Background: an optimization exercise with open tools, aiming at a short achievable clock period and few clock cycles. Do not read the settings as production practice. In this exercise RTL edits were held to simulation tests only and were not proved equivalent to the original. Power is estimated from default activity; no workload was simulated.

==> design/flow/design.v <==
module zoom_coproc(
    input             clk,
    input             rst,
    input      [2:0]  INSTRUCTION,
    input      [7:0]  DATA_IN,
    input      [16:0] MEM_ADDR,
    input             SEL_MEM,
    input             ENABLE,
    output reg [7:0]  DATA_OUT,
    output reg        FLAG_DONE,
    output reg        FLAG_ERROR,
    output            FLAG_ZOOM_MAX,
    output            FLAG_ZOOM_MIN,
    output     [16:0] mem1_rdaddr,
    input      [7:0]  mem1_q,
    output     [16:0] mem1_wraddr,
    output     [7:0]  mem1_wdata,
    output            mem1_wren,
    output     [16:0] mem2_wraddr,
    output     [7:0]  mem2_wdata,
    output            mem2_wren,
    output     [16:0] mem3_rdaddr,
    input      [7:0]  mem3_q,
    output     [16:0] mem3_wraddr,
    output     [7:0]  mem3_wdata,
    output            mem3_wren
);
    localparam REFRESH_SCREEN = 3'b000, LOAD = 3'b001, STORE = 3'b010, NHI_ALG = 3'b011;
    localparam PR_ALG = 3'b100, BA_ALG = 3'b101, NH_ALG = 3'b110, RESET_INST = 3'b111;
    localparam K_DATA = 2'd0, K_AVG = 2'd1, K_ZERO = 2'd2, K_FIX = 2'd3;
    localparam D_NONE = 2'd0, D_LOAD = 2'd1, D_ACC = 2'd2;
    reg        en_prev;
    reg        busy;
    reg [2:0]  cz;             
    reg        zmax, zmin;
    reg        zs;             
    assign FLAG_ZOOM_MAX = zmax;
    assign FLAG_ZOOM_MIN = zmin;
    always @(posedge clk) en_prev <= ENABLE;
    wire issue   = !busy && !ENABLE && en_prev;
    wire i_store = (INSTRUCTION == STORE);
    wire i_noop  = ((INSTRUCTION == NHI_ALG || INSTRUCTION == PR_ALG) && zmax) ||
                   ((INSTRUCTION == BA_ALG  || INSTRUCTION == NH_ALG) && zmin);
    reg        issue_q;
    reg [2:0]  ins_q;
    reg        sel_q;
    reg        aerr_q;
    reg [16:0] m1_wa;
    reg [7:0]  m1_wd;
    reg        m1_we;
    assign mem1_wraddr = m1_wa;
    assign mem1_wdata  = m1_wd;
    assign mem1_wren   = m1_we;
    always @(posedge clk) begin
        m1_wa <= MEM_ADDR;
        m1_wd <= DATA_IN;
        if (!busy) begin
            ins_q  <= INSTRUCTION;
            sel_q  <= SEL_MEM;
            aerr_q <= (MEM_ADDR > 17'd76799);
        end
    end
    reg        eng;         
    reg [1:0]  st;          
    reg        run;         
    reg        m_copy, m_nhi, m_pr, m_nh, m_ba;
    reg [2:0]  nz;
    reg        z_full, z_empty;    
    reg [2:0]  zlev;               
    reg [1:0]  ld_cnt;
    reg        ld_act;
    wire [2:0] czp1 = cz + 3'd1;
    wire [2:0] czm1 = cz - 3'd1;
    reg [1:0]  c_s;             
    reg [8:0]  c_bx;            
    reg [7:0]  c_by;
    reg [1:0]  c_k;             
    reg [8:0]  c_ix0;           
    reg [7:0]  c_iy0;
    reg [8:0]  c_iend;          
    reg [8:0]  c_iend_last;     
    reg [7:0]  c_jend;          
    reg        c_sub4;          
    reg [8:0]  c_zx0, c_zx1, c_zskip_from, c_zskip_to;
    reg [7:0]  c_zy0, c_zy1, c_ziy0m1, c_ziy1;
    reg        in_act;
    reg [1:0]  sub;
    reg [8:0]  gi, gim1;
    reg [7:0]  gj, gjm1;
    reg        gi_zero, gj_zero, gj_last;
    reg        z_act;
    reg [8:0]  zx;
    reg [7:0]  zy;
    reg        z_inrow;
    reg        z_lastrow;
    wire sub_wrap = c_sub4 ? (sub == 2'd3) : 1'b1;
    wire [8:0] iend_cur = gj_last ? c_iend_last : c_iend;
    wire i_wrap   = (gi == iend_cur);
    wire in_last  = sub_wrap && i_wrap && gj_last;
    wire in_wr    = m_ba ? (sub == 2'd3) : 1'b1;
    wire use_in   = run && in_act && in_wr;
    wire use_z    = run && !use_in && z_act;
    wire z_rowend = (zx == c_zx1);
    wire z_skip   = z_inrow && (zx == c_zskip_from);
    wire z_last   = z_rowend && z_lastrow;
    reg [9:0]  ra_offx;    
    reg [8:0]  ra_offy;
    reg        ra_xz, ra_yz;
    reg [8:0]  rb_x;
    reg [7:0]  rb_y;
    reg [10:0] rc_y5;
    reg [8:0]  rc_x;
    reg [16:0] rd_addr;
    reg [16:0] r3_addr;
    assign mem1_rdaddr = rd_addr;
    assign mem3_rdaddr = r3_addr;
    reg        wa_v, wa_w3, wa_w2, wa_done;
    reg [1:0]  wa_kind, wa_dop;
    reg [8:0]  wa_x;
    reg [7:0]  wa_y;
    reg        wb_v, wb_w3, wb_w2, wb_done;
    reg [1:0]  wb_kind, wb_dop;
    reg [8:0]  wb_x;
    reg [10:0] wb_y5;
    reg        wc_v, wc_w3, wc_w2, wc_done;
    reg [1:0]  wc_kind, wc_dop;
    reg [16:0] wc_addr;
    reg        wd_v, we_v, wf_v, wg_v;
    reg        wd_w3, we_w3, wf_w3, wg_w3;
    reg        wd_w2, we_w2, wf_w2, wg_w2;
    reg        wd_done, we_done, wf_done, wg_done;
    reg [1:0]  wd_kind, we_kind, wf_kind, wg_kind;
    reg [1:0]  wd_dop, we_dop, wf_dop, wg_dop;
    reg [16:0] wd_addr, we_addr, wf_addr, wg_addr;
    reg [7:0]  q1_r;
    reg [9:0]  acc;
    reg [7:0]  fix_r;
    reg [16:0] w_addr;
    reg [7:0]  w_data;
    reg        w3_en, w2_en;
    assign mem3_wraddr = w_addr;
    assign mem3_wdata  = w_data;
    assign mem3_wren   = w3_en;
    assign mem2_wraddr = w_addr;
    assign mem2_wdata  = w_data;
    assign mem2_wren   = w2_en;
    wire done_tok = run && !in_act && !z_act;
    always @(posedge clk) begin
        if (rst) begin
            busy       <= 1'b0;
            FLAG_DONE  <= 1'b1;
            FLAG_ERROR <= 1'b0;
            DATA_OUT   <= 8'd0;
            cz         <= 3'd4;
            zmax       <= 1'b0;
            zmin       <= 1'b0;
            zs         <= 1'b0;
            issue_q    <= 1'b0;
            m1_we      <= 1'b0;
            eng        <= 1'b0;
            st         <= 2'd0;
            run        <= 1'b0;
            ld_act     <= 1'b0;
            ld_cnt     <= 2'd0;
        end else begin
            issue_q <= issue;
            m1_we   <= issue && i_store;
            if (issue) begin
                FLAG_DONE <= i_noop;
                busy      <= !i_noop;
            end
            if (issue_q) begin
                case (ins_q)
                    LOAD: begin
                        if (aerr_q) FLAG_ERROR <= 1'b1;
                        ld_act <= 1'b1;
                        ld_cnt <= 2'd0;
                    end
                    STORE: begin
                        if (aerr_q) FLAG_ERROR <= 1'b1;
                        FLAG_DONE <= 1'b1;
                        busy      <= 1'b0;
                    end
                    default: if (busy) begin
                        eng <= 1'b1;
                        st  <= 2'd1;
                        m_copy <= 1'b0; m_nhi <= 1'b0; m_pr <= 1'b0; m_nh <= 1'b0; m_ba <= 1'b0;
                        z_full <= !zs;
                        z_empty <= 1'b0;
                        zlev <= cz;
                        case (ins_q)
                            REFRESH_SCREEN: begin m_copy <= 1'b1; nz <= cz; end
                            RESET_INST: begin m_copy <= 1'b1; nz <= 3'd4; FLAG_ERROR <= 1'b0; end
                            NH_ALG, BA_ALG: begin
                                nz <= czm1;
                                if (cz == 3'd5) m_copy <= 1'b1;
                                else if (cz <= 3'd4) begin
                                    if (ins_q == NH_ALG) m_nh <= 1'b1; else m_ba <= 1'b1;
                                end else begin
                                    if (ins_q == NH_ALG) m_nhi <= 1'b1; else m_pr <= 1'b1;
                                end
                            end
                            default: begin  
                                nz <= czp1;
                                if (cz == 3'd3) m_copy <= 1'b1;
                                else if (cz >= 3'd4) begin
                                    if (ins_q == NHI_ALG) m_nhi <= 1'b1; else m_pr <= 1'b1;
                                end else begin
                                    if (ins_q == NHI_ALG) m_nh <= 1'b1; else m_ba <= 1'b1;
                                    z_empty <= zs;  
                                end
                            end
                        endcase
                    end
                endcase
            end
            if (ld_act) begin
                ld_cnt <= ld_cnt + 2'd1;
                if (ld_cnt == 2'd1) begin
                    DATA_OUT  <= sel_q ? mem3_q : mem1_q;
                    FLAG_DONE <= 1'b1;
                    busy      <= 1'b0;
                    ld_act    <= 1'b0;
                end
            end
            if (st == 2'd1) st <= 2'd2;
            if (st == 2'd2) begin st <= 2'd0; run <= 1'b1; end
            if (done_tok) run <= 1'b0;
            if (wg_done) begin
                FLAG_DONE <= 1'b1;
                busy      <= 1'b0;
                eng       <= 1'b0;
                cz        <= nz;
                zmax      <= (nz == 3'd7);
                zmin      <= (nz == 3'd1);
                zs        <= m_nh || m_ba;
            end
        end
    end
    always @(posedge clk) begin
        if (st == 2'd1) begin
            case (nz)
                3'd6:    begin c_s <= 2'd2; c_bx <= 9'd120; c_by <= 8'd90;  end
                3'd7:    begin c_s <= 2'd3; c_bx <= 9'd140; c_by <= 8'd105; end
                default: begin c_s <= 2'd1; c_bx <= 9'd80;  c_by <= 8'd60;  end
            endcase
            case (nz)
                3'd2:    begin c_k <= 2'd2; c_ix0 <= 9'd120; c_iy0 <= 8'd90;  end
                3'd1:    begin c_k <= 2'd3; c_ix0 <= 9'd140; c_iy0 <= 8'd105; end
                default: begin c_k <= 2'd1; c_ix0 <= 9'd80;  c_iy0 <= 8'd60;  end
            endcase
            c_sub4 <= m_pr || m_ba;
            if (m_pr) begin
                c_iend <= 9'd159; c_iend_last <= 9'd118; c_jend <= 8'd120;
            end else if (m_nh || m_ba) begin
                case (nz)
                    3'd2:    begin c_iend <= 9'd79;  c_iend_last <= 9'd79;  c_jend <= 8'd59;  end
                    3'd1:    begin c_iend <= 9'd39;  c_iend_last <= 9'd39;  c_jend <= 8'd29;  end
                    default: begin c_iend <= 9'd159; c_iend_last <= 9'd159; c_jend <= 8'd119; end
                endcase
            end else begin
                c_iend <= 9'd319; c_iend_last <= 9'd319; c_jend <= 8'd239;
            end
            case (nz)
                3'd2:    begin c_zskip_from <= 9'd119; c_zskip_to <= 9'd200; c_ziy0m1 <= 8'd89;  c_ziy1 <= 8'd149; end
                3'd1:    begin c_zskip_from <= 9'd139; c_zskip_to <= 9'd180; c_ziy0m1 <= 8'd104; c_ziy1 <= 8'd134; end
                default: begin c_zskip_from <= 9'd79;  c_zskip_to <= 9'd240; c_ziy0m1 <= 8'd59;  c_ziy1 <= 8'd179; end
            endcase
            if (z_full) begin
                c_zx0 <= 9'd0; c_zx1 <= 9'd319; c_zy0 <= 8'd0; c_zy1 <= 8'd239;
            end else begin
                case (zlev)
                    3'd2:    begin c_zx0 <= 9'd120; c_zx1 <= 9'd199; c_zy0 <= 8'd90;  c_zy1 <= 8'd149; end
                    3'd1:    begin c_zx0 <= 9'd140; c_zx1 <= 9'd179; c_zy0 <= 8'd105; c_zy1 <= 8'd134; end
                    default: begin c_zx0 <= 9'd80;  c_zx1 <= 9'd239; c_zy0 <= 8'd60;  c_zy1 <= 8'd179; end
                endcase
            end
        end
    end
    always @(posedge clk) begin
        if (rst) begin
            in_act <= 1'b0;
            z_act  <= 1'b0;
        end else if (st == 2'd2) begin
            in_act  <= 1'b1;
            z_act   <= (m_nh || m_ba) && !z_empty;
            sub     <= 2'd0;
            gi      <= 9'd0;   gim1 <= 9'h1ff; gi_zero <= 1'b1;
            gj      <= 8'd0;   gjm1 <= 8'hff;  gj_zero <= 1'b1;
            gj_last <= (c_jend == 8'd0);
            zx      <= c_zx0;
            zy      <= c_zy0;
            z_inrow <= 1'b0;
            z_lastrow <= (c_zy0 == c_zy1);
        end else if (run) begin
            if (in_act) begin
                if (!sub_wrap) sub <= sub + 2'd1;
                else begin
                    sub <= 2'd0;
                    if (!i_wrap) begin
                        gi <= gi + 9'd1; gim1 <= gi; gi_zero <= 1'b0;
                    end else begin
                        gi <= 9'd0; gim1 <= 9'h1ff; gi_zero <= 1'b1;
                        gj <= gj + 8'd1; gjm1 <= gj; gj_zero <= 1'b0;
                        gj_last <= (gj + 8'd1 == c_jend);
                        if (gj_last) in_act <= 1'b0;
                    end
                end
            end
            if (use_z) begin
                if (z_rowend) begin
                    zx <= c_zx0;
                    zy <= zy + 8'd1;
                    z_lastrow <= (zy + 8'd1 == c_zy1);
                    if (zy == c_ziy0m1) z_inrow <= 1'b1;
                    else if (zy == c_ziy1) z_inrow <= 1'b0;
                    if (z_lastrow) z_act <= 1'b0;
                end else if (z_skip) begin
                    zx <= c_zskip_to;
                end else begin
                    zx <= zx + 9'd1;
                end
            end
        end
    end
    wire [9:0] um1x = m_pr ? {gim1, 1'b1} : {1'b0, gim1};
    wire [8:0] um1y = m_pr ? {gjm1, 1'b1} : {1'b0, gjm1};
    always @(posedge clk) begin
        ra_xz <= gi_zero;
        ra_yz <= gj_zero;
        if (m_nhi || m_pr) begin
            case (c_s)
                2'd2:    begin ra_offx <= um1x >> 2; ra_offy <= um1y >> 2; end
                2'd3:    begin ra_offx <= um1x >> 3; ra_offy <= um1y >> 3; end
                default: begin ra_offx <= um1x >> 1; ra_offy <= um1y >> 1; end
            endcase
        end else if (m_nh || m_ba) begin
            case (c_k)
                2'd2:    begin ra_offx <= {gi, 2'b00} | {sub[0], 1'b0}; ra_offy <= {gj, 2'b00} | {sub[1], 1'b0}; end
                2'd3:    begin ra_offx <= {gi, 3'b000} | {sub[0], 2'b00}; ra_offy <= {gj, 3'b000} | {sub[1], 2'b00}; end
                default: begin ra_offx <= {gi, 1'b0} | sub[0]; ra_offy <= {gj, 1'b0} | sub[1]; end
            endcase
        end else begin
            ra_offx <= {1'b0, gi};
            ra_offy <= {1'b0, gj};
        end
        if (m_nhi || m_pr) begin
            rb_x <= ra_xz ? c_bx : c_bx + ra_offx[8:0];
            rb_y <= ra_yz ? c_by : c_by + ra_offy[7:0];
        end else begin
            rb_x <= ra_offx[8:0];
            rb_y <= ra_offy[7:0];
        end
        rc_y5 <= {1'b0, rb_y, 2'b00} + {3'b000, rb_y};
        rc_x  <= rb_x;
    end
    always @(posedge clk) begin
        if (eng) begin
            rd_addr <= {rc_y5 + {8'd0, rc_x[8:6]}, rc_x[5:0]};
            r3_addr <= 17'd76799;
        end else begin
            rd_addr <= MEM_ADDR;
            r3_addr <= MEM_ADDR;
        end
        if (eng) fix_r <= mem3_q;
    end
    always @(posedge clk) begin
        if (rst) begin
            wa_v <= 1'b0; wb_v <= 1'b0; wc_v <= 1'b0; wd_v <= 1'b0; we_v <= 1'b0; wf_v <= 1'b0; wg_v <= 1'b0;
            wa_done <= 1'b0; wb_done <= 1'b0; wc_done <= 1'b0; wd_done <= 1'b0; we_done <= 1'b0; wf_done <= 1'b0; wg_done <= 1'b0;
            w3_en <= 1'b0; w2_en <= 1'b0;
        end else begin
            wa_done <= done_tok;
            wa_v    <= use_in || use_z;
            if (use_in) begin
                if (m_nhi && in_last) begin
                    wa_kind <= K_FIX; wa_w3 <= 1'b0; wa_w2 <= 1'b1;
                end else begin
                    wa_kind <= m_ba ? K_AVG : K_DATA;
                    wa_w3   <= !m_copy;
                    wa_w2   <= !(m_pr && gj_last);
                end
            end else begin
                if (z_full && z_last) begin
                    wa_kind <= K_FIX; wa_w3 <= 1'b0; wa_w2 <= 1'b1;
                end else begin
                    wa_kind <= K_ZERO; wa_w3 <= 1'b1; wa_w2 <= 1'b1;
                end
            end
            if (run && in_act && m_ba)
                wa_dop <= (sub == 2'd0) ? D_LOAD : D_ACC;
            else
                wa_dop <= D_NONE;
            if (use_in) begin
                if (m_pr) begin
                    wa_x <= {gi[7:0], sub[0]};
                    wa_y <= {gj[6:0], sub[1]};
                end else if (m_nh || m_ba) begin
                    wa_x <= c_ix0 + gi;
                    wa_y <= c_iy0 + gj;
                end else begin
                    wa_x <= gi;
                    wa_y <= gj;
                end
            end else begin
                wa_x <= zx;
                wa_y <= zy;
            end
            wb_v <= wa_v; wb_w3 <= wa_w3; wb_w2 <= wa_w2; wb_done <= wa_done; wb_kind <= wa_kind; wb_dop <= wa_dop;
            wb_x  <= wa_x;
            wb_y5 <= {1'b0, wa_y, 2'b00} + {3'b000, wa_y};
            wc_v <= wb_v; wc_w3 <= wb_w3; wc_w2 <= wb_w2; wc_done <= wb_done; wc_kind <= wb_kind; wc_dop <= wb_dop;
            wc_addr <= {wb_y5 + {8'd0, wb_x[8:6]}, wb_x[5:0]};
            wd_v <= wc_v; wd_w3 <= wc_w3; wd_w2 <= wc_w2; wd_done <= wc_done; wd_kind <= wc_kind; wd_dop <= wc_dop; wd_addr <= wc_addr;
            we_v <= wd_v; we_w3 <= wd_w3; we_w2 <= wd_w2; we_done <= wd_done; we_kind <= wd_kind; we_dop <= wd_dop; we_addr <= wd_addr;
            wf_v <= we_v; wf_w3 <= we_w3; wf_w2 <= we_w2; wf_done <= we_done; wf_kind <= we_kind; wf_dop <= we_dop; wf_addr <= we_addr;
            wg_v <= wf_v; wg_w3 <= wf_w3; wg_w2 <= wf_w2; wg_done <= wf_done; wg_kind <= wf_kind; wg_dop <= wf_dop; wg_addr <= wf_addr;
            w3_en <= wg_v && wg_w3;
            w2_en <= wg_v && wg_w2;
        end
    end
    wire [9:0] sum = acc + {2'b00, q1_r};
    always @(posedge clk) begin
        q1_r <= mem1_q;
        if (wg_dop == D_LOAD) acc <= {2'b00, q1_r};
        else if (wg_dop == D_ACC) acc <= sum;
        w_addr <= wg_addr;
        case (wg_kind)
            K_DATA: w_data <= q1_r;
            K_AVG:  w_data <= sum[9:2];
            K_ZERO: w_data <= 8'd0;
            default: w_data <= fix_r;
        endcase
    end
endmodule
==> design/flow/run.sh <==
#!/bin/bash
# synth_recipe.tcl (not shown) runs the flow's synth.tcl, then flattens the netlist and writes it again
# the make line also repeats each setting of config.mk as NAME=value (left out here)
make -C /OpenROAD-flow-scripts/flow DESIGN_CONFIG=/design/flow/config.mk WORK_HOME=/design/flow/orfs CLKGATE_MAP_FILE= SYNTH_SCRIPT=/design/flow/synth_recipe.tcl finish
==> design/flow/config.mk <==
export PLATFORM = sky130hd
export DESIGN_NAME = zoom_coproc
export DESIGN_NICKNAME = zoom_coproc
export VERILOG_FILES = /design/flow/design.v
export SDC_FILE = /design/flow/constraint.sdc
export NUM_CORES = 4
export LEC_CHECK = 0
export ABC_CLOCK_PERIOD_IN_PS = 2000
export CAP_MARGIN = 20
export CORE_MARGIN = 2
export CORE_UTILIZATION = 40
export SETUP_SLACK_MARGIN = 3.8
export SLEW_MARGIN = 20
export TNS_END_PERCENT = 100
==> design/flow/constraint.sdc <==
create_clock -name core_clock -period 6.0 [get_ports {clk}]
set_input_delay 1.2000 -clock core_clock [delete_from_list [all_inputs] [get_ports {clk}]]
set_output_delay 1.2000 -clock core_clock [all_outputs]
set_load 0.01 [all_outputs]
==> impl_metrics.csv, run 1 <==
group,metric,value,unit
status,outcome,"no timing/DRC/antenna violations",
drt,dr_total_vias,13600,
timing,rsz0062_at_grt,"yes",
global_routing,grt_pass1_vias,12800,
drt,viasPerCell,5.12,
worst_setup_path,cpPeakStageDelay,360,ps
layout,nets,2055,
place,gp_congestion,0.849,
layout,drive_above_1_share,22.8,%
cts,clockBufferDepth,3,
worst_setup_path,crit_family,"flip-flops",
drt,drt_iter0_markers,1030,
cts,clk_latency,590,ps
timing,worst_slack,3740,ps
floorplan,initial_core_util,40.4,%
timing,setup_viol,0,
floorplan,die_y,232,um
global_routing,grt_max_degree,59,
power_and_ir_drop,p_per_area,293,nW/um^2
floorplan,std_cell_rows,83,
place,dp.cells,2495,
worst_setup_path,critical_path_arrival,1060,ps
flow_run,drv_cap,0,
timing,tns,0,ps
cts,clock-root-buffer,"clkbuf_16",
power_and_ir_drop,power_frac_seq,50.8,%
min_path,min_path_cells,0,
power_and_ir_drop,p_switching,1.61,mW
min_path,holdPathEnd,"rc_x[4]",
logic_synthesis,async_reset_ff_share,0,%
cts,hold_buffers,0,
logic_synthesis,netlist_instances,1743,
drt,drc,0,
worst_setup_path,cpMaxStageDelayCell,"dfxtp_4",
logic_synthesis,yosysWarnings,1,
floorplan,core,51300,um^2
min_path,min_from,"rb_x[4]",
layout,final_area,25400,um^2
cts,clkSinkCount,492,
timing,tightestPinTransition,796,ps
power_and_ir_drop,power,7.44,mW
cts,htree_levels,2,
layout,area_growth,22.5,%
worst_setup_path,end_kind,"output pin",
power_and_ir_drop,power_frac_comb,6.6,%
worst_setup_path,start_kind,"flip-flop",
logic_synthesis,synth-main-ff-cell,"edfxtp_1",
cts,cts.clk_slew.worst_paths,60,ps
timing,finalCritPeriodShare,37.6,%
power_and_ir_drop,p_leak,9.81,nW
worst_setup_path,path_cells,"buf_6",
power_and_ir_drop,clkPwrFrac,42.7,%
min_path,hp-class,"flip-flop to flip-flop",
power_and_ir_drop,p_int,5.84,mW
logic_synthesis,synth_enable_flop_cells,297,
global_routing,grt_use_total,16.7,%
timing,finalMaxSlewViolations,0,
layout,stdcell_count,2659,
cts,numCtsBuffers,50,
logic_synthesis,netlist-cell-type-count,71,
logic_synthesis,ys_seq_area_share,61.8,%
logic_synthesis,postSynthNetCount,1860,
timing,hold_viol,0,
logic_synthesis,syn-mean-instance-area,11.9,um^2
drt,antenna_left,0,
place,post-dp-hpwl,30.6,mm
floorplan,die_x,232,um
worst_setup_path,crit_type,"flip-flop to output pin",
timing,min_period,2260,ps
floorplan,die-area,53700,um^2
worst_setup_path,worst_r2r_path_depth,9,
drt,totalWireLength,45.9,mm
power_and_ir_drop,vdd_drop_max,193,uV
global_routing,overflow,0,
power_and_ir_drop,sw_frac_of_total,21.6,%
worst_setup_path,worstReg2RegEnd,"wa_x[8]",
worst_setup_path,cp.required,4800,ps
logic_synthesis,synth_area,20700,um^2
worst_setup_path,critPathBufInv,1,
drt,wire_per_inst,17.2,um
cts,cts_tree,"built",
place,postPlaceCellArea,22900,um^2
floorplan,io_pins,172,
worst_setup_path,reg2reg_from,"c_iy0[0]",
drt,firstDrtPassIters,6,
global_routing,grt_pass1_wl,71.1,mm
worst_setup_path,critPathMaxFanout,2,
global_routing,antenna_found_initial,0,
place,io_buffers,171,
timing,skew,14.5,ps
timing,max_freq,443,MHz
place,dp_slack,1980,ps
timing,slew_headroom,46.9,%
logic_synthesis,synth-seq-cells,492,
worst_setup_path,rrSetupSlack,3790,ps
layout,diodes,0,
[cell families after synthesis]
| kind of cell | count (synthesis) | synth area share [%] |
|---|---|---|
| multiplexers | 75 | 3.86 |
| AO/OA/AOI/OAI | 315 | 9.36 |
| flip-flops | 492 | 61.8 |
| XOR/XNOR | 114 | 4.95 |
| AND/OR/NAND/NOR | 491 | 11.4 |
| buffers and inverters | 187 | 4.05 |
| adder cells (fa/ha/maj) | 69 | 4.52 |
[power by group through the flow]
stage / Sequential [mW] / Combinational [mW] / Clock [mW]
floorplan: 3.85 / 0.284 / 0
global placement: 3.84 / 0.469 / 0
detailed placement: 3.85 / 0.477 / 0
CTS: 3.78 / 0.479 / 3.26
global route: 3.79 / 0.544 / 3.41
finish: 3.78 / 0.490 / 3.18
[cell usage after synthesis, types with 39 or more instances]
| cell | number | share of area, % |
|---|---|---|
| nand2_1 | 143 | 2.6 |
| xnor2_1 | 65 | 2.7 |
| mux2i_1 | 53 | 2.6 |
| ha_1 | 59 | 3.6 |
| nand3_1 | 40 | 0.97 |
| clkbuf_1 | 64 | 1.2 |
| a21oi_1 | 94 | 2.3 |
| nor2_1 | 124 | 2.2 |
| nor2b_1 | 39 | 1.2 |
| xor2_1 | 47 | 2.0 |
| dfxtp_1 | 195 | 19 |
| o21ai_0 | 87 | 2.1 |
| edfxtp_1 | 297 | 43 |
| inv_1 | 72 | 1.3 |
[sequential cells by signal, indices dropped and copies added, names as in the netlist, 17 cells and up]
register  flops
we_addr      17
wd_addr      17
wg_addr      17
rd_addr      17
wc_addr      17
w_addr       17
r3_addr      17
wf_addr      17
m1_wa        17
[worst max-delay path by stage]
stage               startpoint              to  slack [ps]  depth (start not counted)
floorplan                  rst     DATA_OUT[0]        1670                          4
global placement           rst           w2_en        2020                          4
detailed placement         rst           w3_en        1980                          4
CTS                  w_addr[6]  mem2_wraddr[6]        3700                          1
global route         w_addr[6]  mem2_wraddr[6]        3690                          1
finish                    zmax   FLAG_ZOOM_MAX        3740                          1
[layout make-up]
| type | instances | area (um^2) |
|---|---|---|
| clock buffers | 64 | 1360 |
| repair inverters | 1 | 7.51 |
| clock inverters | 29 | 342 |
| repair buffers | 253 | 2280 |
| flip-flops and latches | 492 | 12900 |
| well taps | 680 | 851 |
| multi-input cells | 1067 | 7370 |
| inverters | 73 | 283 |
| fillers | 4522 | 25900 |
[timing repair]
action | 4_1_cts | 5_1_grt
cloned | 3 | 1
gates resized for setup | 667 | 64
pin swaps | 9 | 26
setup endpoints to repair | 445 | 197
buffers inserted | 30 | 36
[stage by stage]
step	utilization (%)	hold WS (ps)
3_3_place_gp	44.6	312
5_1_grt	49.5	332
4_1_cts	48.5	328
6_report	49.5	325
3_5_place_dp	44.6	312
2_1_floorplan	-	310
[per-layer routing]
metal	up-vias	share of wire, %	global-route usage [%]
li1	6558	-	-
met1	6622	44	22.5
met2	371	49	27.7
met3	74	5.0	2.91
met4	0	2.3	4.77
met5	-	0	0
[cells in the final DEF, fill, tap and decap left out, drive strengths merged, types with 20 or more instances in the layout]
cell           synthesis  layout
xnor2                 65      65
edfxtp               297     297
ha                    59      59
a21oi                 94      94
clkdlybuf4s50          0      46
dfxtp                195     195
a21o                  22      23
inv                   72      74
nand2b                24      25
or2                   24      24
and3                  27      27
clkbuf                65      64
nand3                 40      40
mux2i                 53      53
nor2b                 39      39
nor2                 124     124
xor2                  47      47
nand2                144     144
mux2                  20      20
o21ai                 88      88
nor3                  27      27
buf                   49     206
Testbench counts, summed over its fixed seeds: cycles 6,516,036.
==> inputs of run 2 (changes only) <==
--- a/design/flow/config.mk
+++ b/design/flow/config.mk
@@ -9,6 +9,9 @@
 export CAP_MARGIN = 20
 export CORE_MARGIN = 2
 export CORE_UTILIZATION = 40
+export CTS_BUF_LIST = sky130_fd_sc_hd__clkbuf_16
+export CTS_CLUSTER_DIAMETER = 100
+export CTS_CLUSTER_SIZE = 30
 export SETUP_SLACK_MARGIN = 3.8
 export SLEW_MARGIN = 20
 export TNS_END_PERCENT = 100
==> impl_metrics.csv, run 2 <==
group,metric,value,unit
worst_setup_path,worstReg2RegEnd,"wa_x[8]",
logic_synthesis,syn-mean-instance-area,11.9,um^2
power_and_ir_drop,p_per_area,242,nW/um^2
cts,numCtsBuffers,20,
place,io_buffers,171,
floorplan,io_pins,172,
cts,clk_latency,560,ps
status,outcome,"no timing/DRC/antenna violations",
timing,tightestPinTransition,812,ps
logic_synthesis,netlist_instances,1743,
min_path,min_path_cells,0,
drt,drc,0,
drt,drt_iter0_markers,1074,
layout,nets,2030,
place,post-dp-hpwl,30.6,mm
global_routing,overflow,0,
min_path,min_from,"rb_x[5]",
cts,cts_tree,"built",
global_routing,grt_max_degree,59,
global_routing,grt_pass1_vias,12600,
worst_setup_path,rrSetupSlack,3770,ps
drt,firstDrtPassIters,6,
floorplan,die_y,232,um
timing,skew,29.2,ps
drt,antenna_left,0,
worst_setup_path,crit_type,"flip-flop to output pin",
global_routing,grt_pass1_wl,69.8,mm
cts,clockBufferDepth,3,
logic_synthesis,netlist-cell-type-count,71,
layout,fillerInstances,4626,
cts,clkSinkCount,492,
logic_synthesis,synth-seq-cells,492,
layout,diodes,0,
min_path,hp-class,"flip-flop to flip-flop",
min_path,holdPathEnd,"rc_x[5]",
logic_synthesis,synth_area,20700,um^2
logic_synthesis,synth_area_leader_cell,"edfxtp_1",
timing,finalMaxSlewViolations,0,
cts,cts.clk_slew.worst_paths,120,ps
place,postPlaceCellArea,22900,um^2
logic_synthesis,synth_enable_flop_cells,297,
power_and_ir_drop,vdd_drop_max,194,uV
floorplan,std_cell_rows,83,
layout,area.sequential,12900,um^2
logic_synthesis,ys_seq_area_share,61.8,%
global_routing,antenna_found_initial,0,
layout,layout_common_cells,"edfxtp_1 (297), nand2_1 (142), dfxtp_1 (132), nor2_1 (120), buf_6 (105)",
flow_run,drv_cap,0,
logic_synthesis,async_reset_ff_share,0,%
layout,post-route-util,47.6,%
timing,slew_headroom,45.9,%
timing,max_freq,432,MHz
logic_synthesis,postSynthNetCount,1860,
logic_synthesis,synth_most_common_cell,"edfxtp_1",
timing,min_period,2320,ps
power_and_ir_drop,p_leak,9.37,nW
cts,clock-root-buffer,"clkbuf_16",
layout,mostFrequentLayoutCell,"edfxtp_1",
logic_synthesis,synth-main-ff-cell,"edfxtp_1",
timing,finalCritPeriodShare,38.6,%
drt,wire_per_inst,17.3,um
worst_setup_path,end_kind,"output pin",
layout,final_area,24400,um^2
worst_setup_path,cp.required,4800,ps
drt,dr_total_vias,13300,
global_routing,grt_use_total,16.2,%
layout,multi_input_area,7430,um^2
worst_setup_path,critical_path_arrival,1120,ps
floorplan,die-area,53700,um^2
logic_synthesis,yosysWarnings,1,
drt,totalWireLength,45.0,mm
worst_setup_path,critPathMaxFanout,2,
worst_setup_path,worst_r2r_path_depth,9,
floorplan,core,51300,um^2
timing,tns,0,ps
place,gp_congestion,0.849,
drt,viasPerCell,5.12,
logic_synthesis,synth_top_area_share,43.0,%
logic_synthesis,synthTopCellsByCount,"edfxtp_1 (297), dfxtp_1 (195), nand2_1 (143), nor2_1 (124), a21oi_1 (94)",
timing,rsz0062_at_grt,"yes",
logic_synthesis,synthTopCellsByArea,"edfxtp_1 (43%), dfxtp_1 (19%), ha_1 (3.6%), xnor2_1 (2.7%), nand2_1 (2.6%)",
layout,area_growth,17.8,%
timing,hold_viol,0,
floorplan,die_x,232,um
worst_setup_path,reg2reg_from,"c_iy0[0]",
layout,drive_above_1_share,21.1,%
floorplan,initial_core_util,40.4,%
cts,htree_levels,1,
timing,setup_viol,0,
worst_setup_path,start_kind,"flip-flop",
[run 2: worst max-delay path by stage]
stage	from	to	slack [ps]
after floorplan	rst	DATA_OUT[0]	1670
after global placement	rst	w2_en	2020
after detailed placement	rst	w3_en	1980
after CTS	w_addr[10]	mem3_wraddr[10]	3630
after global routing	w_data[2]	mem2_wdata[2]	3630
final	w_data[7]	mem2_wdata[7]	3680
[run 2: timing repair]
action                                  in CTS  in global routing
pin swaps                                   10                 31
endpoints found under the setup margin     454                198
hold buffers                                 0                  0
gates resized for setup                    676                 83
cloned                                       3                  2
buffers inserted                            38                 32
[run 2: per-stage QoR]
step	hold slack [ps]	total power, mW	std cells	setup WS (ps)
global placement	312	4.31	2494	2020
finish	329	5.92	2606	3680
CTS	329	5.97	2571	3630
detailed placement	312	4.32	2495	1980
floorplan	310	4.13	1743	1670
global route	346	6.17	2606	3630
[run 2: where the power goes]
| group | switching, mW | internal (mW) |
|---|---|---|
| logic | 0.249 | 0.248 |
| clock network | 0.995 | 0.653 |
| registers | 0.0608 | 3.71 |
| total | 1.31 | 4.61 |
[run 2: kinds of logic after synthesis]
family	synth area share (%)
DFF	61.8
buffers and inverters	4.05
muxes	3.86
AOI/OAI and AO/OA	9.36
xor gates and xnor gates	4.95
adders and majority gates	4.52
and+or+nand+nor	11.4
[run 2: worst max-delay path: stages (launching register included)]
cell and delay (ps):
dfxtp_2 350, buf_6 110, buf_6 110
[run 2: routing by layer]
| layer | up-vias | wire (um) | track usage [%] |
|---|---|---|---|
| met1 | 6489 | 19900 | 22.3 |
| met2 | 330 | 22100 | 27.8 |
| li1 | 6471 | - | - |
| met3 | 49 | 2140 | 1.66 |
| met4 | 0 | 807 | 3.27 |
| met5 | - | 0 | 0 |
[run 2: layout make-up]
class	instances	area share [%]
Clock buffer	21	2.15
Multi-Input combinational cell	1068	30.4
Inverter	73	1.16
Sequential cell	492	52.8
Timing Repair Buffer	257	9.72
Timing Repair inverter	1	0.0307
Tap cell	680	3.48
Clock inverter	14	0.282
==> inputs of run 3 (changes only) <==
==> design/flow/config.mk (replaced) <==
export PLATFORM = sky130hd
export DESIGN_NAME = zoom_coproc
export DESIGN_NICKNAME = zoom_coproc
export VERILOG_FILES = /design/flow/design.v
export SDC_FILE = /design/flow/constraint.sdc
export NUM_CORES = 4
export LEC_CHECK = 0
export CAP_MARGIN = 20
export CORE_MARGIN = 2
export CORE_UTILIZATION = 40
export SLEW_MARGIN = 20
==> impl_metrics.csv, run 3 <==
group,metric,value,unit
worst_setup_path,end_kind,"flip-flop",
timing,rsz0062_at_grt,"no",
logic_synthesis,synth_most_common_cell,"edfxtp_1",
drt,antenna_left,0,
layout,diodes,0,
global_routing,grt_pass1_wl,70.4,mm
timing,hold_viol,0,
cts,clock-root-buffer,"clkbuf_16",
layout,nets,1982,
logic_synthesis,syn-mean-instance-area,11.9,um^2
logic_synthesis,async_reset_ff_share,0,%
drt,firstDrtPassIters,5,
worst_setup_path,worst_r2r_path_depth,6,
worst_setup_path,cpPeakStageDelay,810,ps
drt,totalWireLength,44.4,mm
worst_setup_path,cp.required,6240,ps
place,postPlaceCellArea,22900,um^2
min_path,min_from,"rb_x[1]",
floorplan,io_pins,172,
layout,drive_above_1_share,7.87,%
timing,setup_viol,0,
cts,clk_latency,590,ps
cts,hold_buffers,0,
layout,final_area,24600,um^2
floorplan,die_y,232,um
logic_synthesis,synth-seq-cells,492,
global_routing,grt_use_total,16.5,%
cts,cts_setup_buffers,0,
floorplan,die_x,232,um
worst_setup_path,cpMaxStageDelayCell,"a21o_1",
drt,drt_iter0_markers,870,
floorplan,initial_core_util,40.4,%
power_and_ir_drop,power,7.38,mW
timing,worst_slack,2700,ps
layout,post-route-util,47.9,%
worst_setup_path,crit_family,"compound AO/OA/AOI/OAI gates",
power_and_ir_drop,vdd_drop_max,191,uV
timing,tns,0,ps
layout,layout_common_cells,"edfxtp_1 (297), dfxtp_1 (195), clkdlybuf4s50_1 (171), nand2_1 (143), nor2_1 (123)",
logic_synthesis,ys_seq_area_share,61.8,%
worst_setup_path,critical_path_arrival,3540,ps
place,dp_slack,2180,ps
min_path,hp-class,"flip-flop to flip-flop",
logic_synthesis,synth-main-ff-cell,"edfxtp_1",
min_path,holdPathEnd,"rc_x[1]",
timing,tightestPinTransition,1030,ps
worst_setup_path,path_cells,"ha_1 > inv_1 > a21o_1 > nand3_1 > a21oi_2 > and2_1",
logic_synthesis,synth_top_area_share,43.0,%
logic_synthesis,netlist-cell-type-count,71,
place,post-dp-hpwl,30.9,mm
logic_synthesis,netlist_instances,1743,
place,io_buffers,171,
worst_setup_path,crit_path_start,"sub[0]",
power_and_ir_drop,p_per_area,300,nW/um^2
worst_setup_path,start_kind,"flip-flop",
global_routing,grt_pass1_vias,13000,
worst_setup_path,critPathMaxFanout,38,
floorplan,std_cell_rows,83,
floorplan,core,51300,um^2
timing,skew,22.7,ps
logic_synthesis,synth_enable_flop_cells,297,
cts,numCtsBuffers,49,
logic_synthesis,yosysWarnings,1,
power_and_ir_drop,p_leak,9.24,nW
worst_setup_path,reg2reg_from,"sub[0]",
cts,cts.clk_slew.worst_paths,60,ps
global_routing,antenna_found_initial,0,
logic_synthesis,synthTopCellsByArea,"edfxtp_1 (43%), dfxtp_1 (19%), ha_1 (3.6%), xnor2_1 (2.7%), nand2_1 (2.6%)",
timing,max_freq,303,MHz
cts,cts_resized,0,
logic_synthesis,synthTopCellsByCount,"edfxtp_1 (297), dfxtp_1 (195), nand2_1 (143), nor2_1 (124), a21oi_1 (94)",
timing,finalCritPeriodShare,54.9,%
status,outcome,"no timing/DRC/antenna violations",
min_path,min_path_cells,0,
drt,dr_total_vias,13200,
global_routing,grt_max_degree,95,
drt,viasPerCell,5.09,
cts,clkSinkCount,492,
logic_synthesis,synth_area,20700,um^2
global_routing,overflow,0,
timing,slew_headroom,30.9,%
worst_setup_path,worstReg2RegEnd,"zy[1]",
worst_setup_path,rrSetupSlack,2700,ps
floorplan,die-area,53700,um^2
logic_synthesis,postSynthNetCount,1860,
cts,clockBufferDepth,3,
timing,whs,325,ps
drt,drc,0,
cts,cts_tree,"built",
worst_setup_path,critPathBufInv,1,
place,gp_congestion,0.853,
worst_setup_path,crit_type,"flip-flop to flip-flop",
flow_run,drv_cap,0,
timing,min_period,3300,ps
layout,mostFrequentLayoutCell,"edfxtp_1",
layout,area_growth,18.5,%
place,dp.cells,2493,
cts,htree_levels,2,
timing,finalMaxSlewViolations,0,
layout,stdcell_count,2586,
logic_synthesis,synth_area_leader_cell,"edfxtp_1",
drt,wire_per_inst,17.2,um
layout,fillerInstances,4565,
## run 3: cell counts after synthesis
Identical to the previous run, type by type.
## run 3: worst max path at each step
| stage | depth (start not counted) | endpoint |
|---|---|---|
| finish | 6 | zy[1] |
| global route | 6 | zy[1] |
| CTS | 6 | zy[1] |
| detailed placement | 3 | zy[3] |
| global placement | 3 | zy[2] |
| floorplan | 4 | DATA_OUT[0] |
## run 3: final cells by class
type | count | area (um^2) | area share [%]
Clock buffer | 68 | 1460 | 5.95
Clock inverter | 24 | 221 | 0.901
Inverter | 73 | 279 | 1.14
Multi-Input combinational cell | 1064 | 7100 | 28.9
Sequential cell | 492 | 12800 | 52.2
Tap cell | 680 | 851 | 3.46
Timing Repair Buffer | 185 | 1840 | 7.47
## run 3: worst register-to-register path, cell delays in order, from the launching register on
cell      delay (ps)
edfxtp_1         490
ha_1             250
inv_1             90
a21o_1           810
nand3_1          200
a21oi_2          600
and2_1           510
## run 3: layer usage
metal,vias up,routed length (um),GRT usage (%)
met1,6275,19800,22.1
li1,6408,-,-
met5,-,0,0
met3,88,2370,2.85
met4,0,1380,5.89
met2,389,20900,27.0
## run 3: power by group
part | leakage (nW) | switching, mW | total (mW) | internal, mW
sequential | 4.39 | 0.0633 | 3.78 | 3.71
clock | 0.834 | 1.29 | 3.13 | 1.84
combinational | 4.01 | 0.234 | 0.474 | 0.240
total | 9.24 | 1.58 | 7.38 | 5.79
## run 3: cell families after synthesis
group                      count (synthesis)  share of synthesized area (%)
DFF                                      492                           61.8
and+or+nand+nor                          491                           11.4
AOI/OAI and AO/OA                        315                           9.36
buffers and inverters                    187                           4.05
xor gates and xnor gates                 114                           4.95
muxes                                     75                           3.86
adders and majority gates                 69                           4.52

## separate check: timing with driven ports
The flow's constraints put no driver on any port. The routed layouts listed below were extracted and timed again, unchanged, in two steps.
Step 1 (the two cells are an assumption about what drives the block):
set clk [get_ports {clk}]
set_driving_cell -lib_cell sky130_fd_sc_hd__clkbuf_16 $clk
set_driving_cell -lib_cell sky130_fd_sc_hd__buf_2 [delete_from_list [all_inputs] $clk]
Step 2 moves the port delays by t, midway between the first and last clock arrival at a register: inputs arrive t later, outputs are due t later. That takes back most of the time a late clock gives input paths.
Slacks: no drivers / after step 1 / after step 2; pairs: no drivers / after step 1.
| run | t, ns | setup slack, ns | worst setup path at the end | cell pins on the clock port's net |
|---|---|---|---|---|
| run 1 | 0.639 | 3.745 / 3.691 / 3.230 | input to register | 1 |
| run 2 | 0.605 | 3.684 / 3.630 / 3.256 | input to register | 1 |
| run 3 | 0.634 | 2.704 / 2.704 / 2.265 | input to register | 1 |
After both steps every run listed still meets setup and hold. For run 1, which loses most, drivers alone change the setup slack by -0.054 ns; drivers and shift together by -0.515 ns.
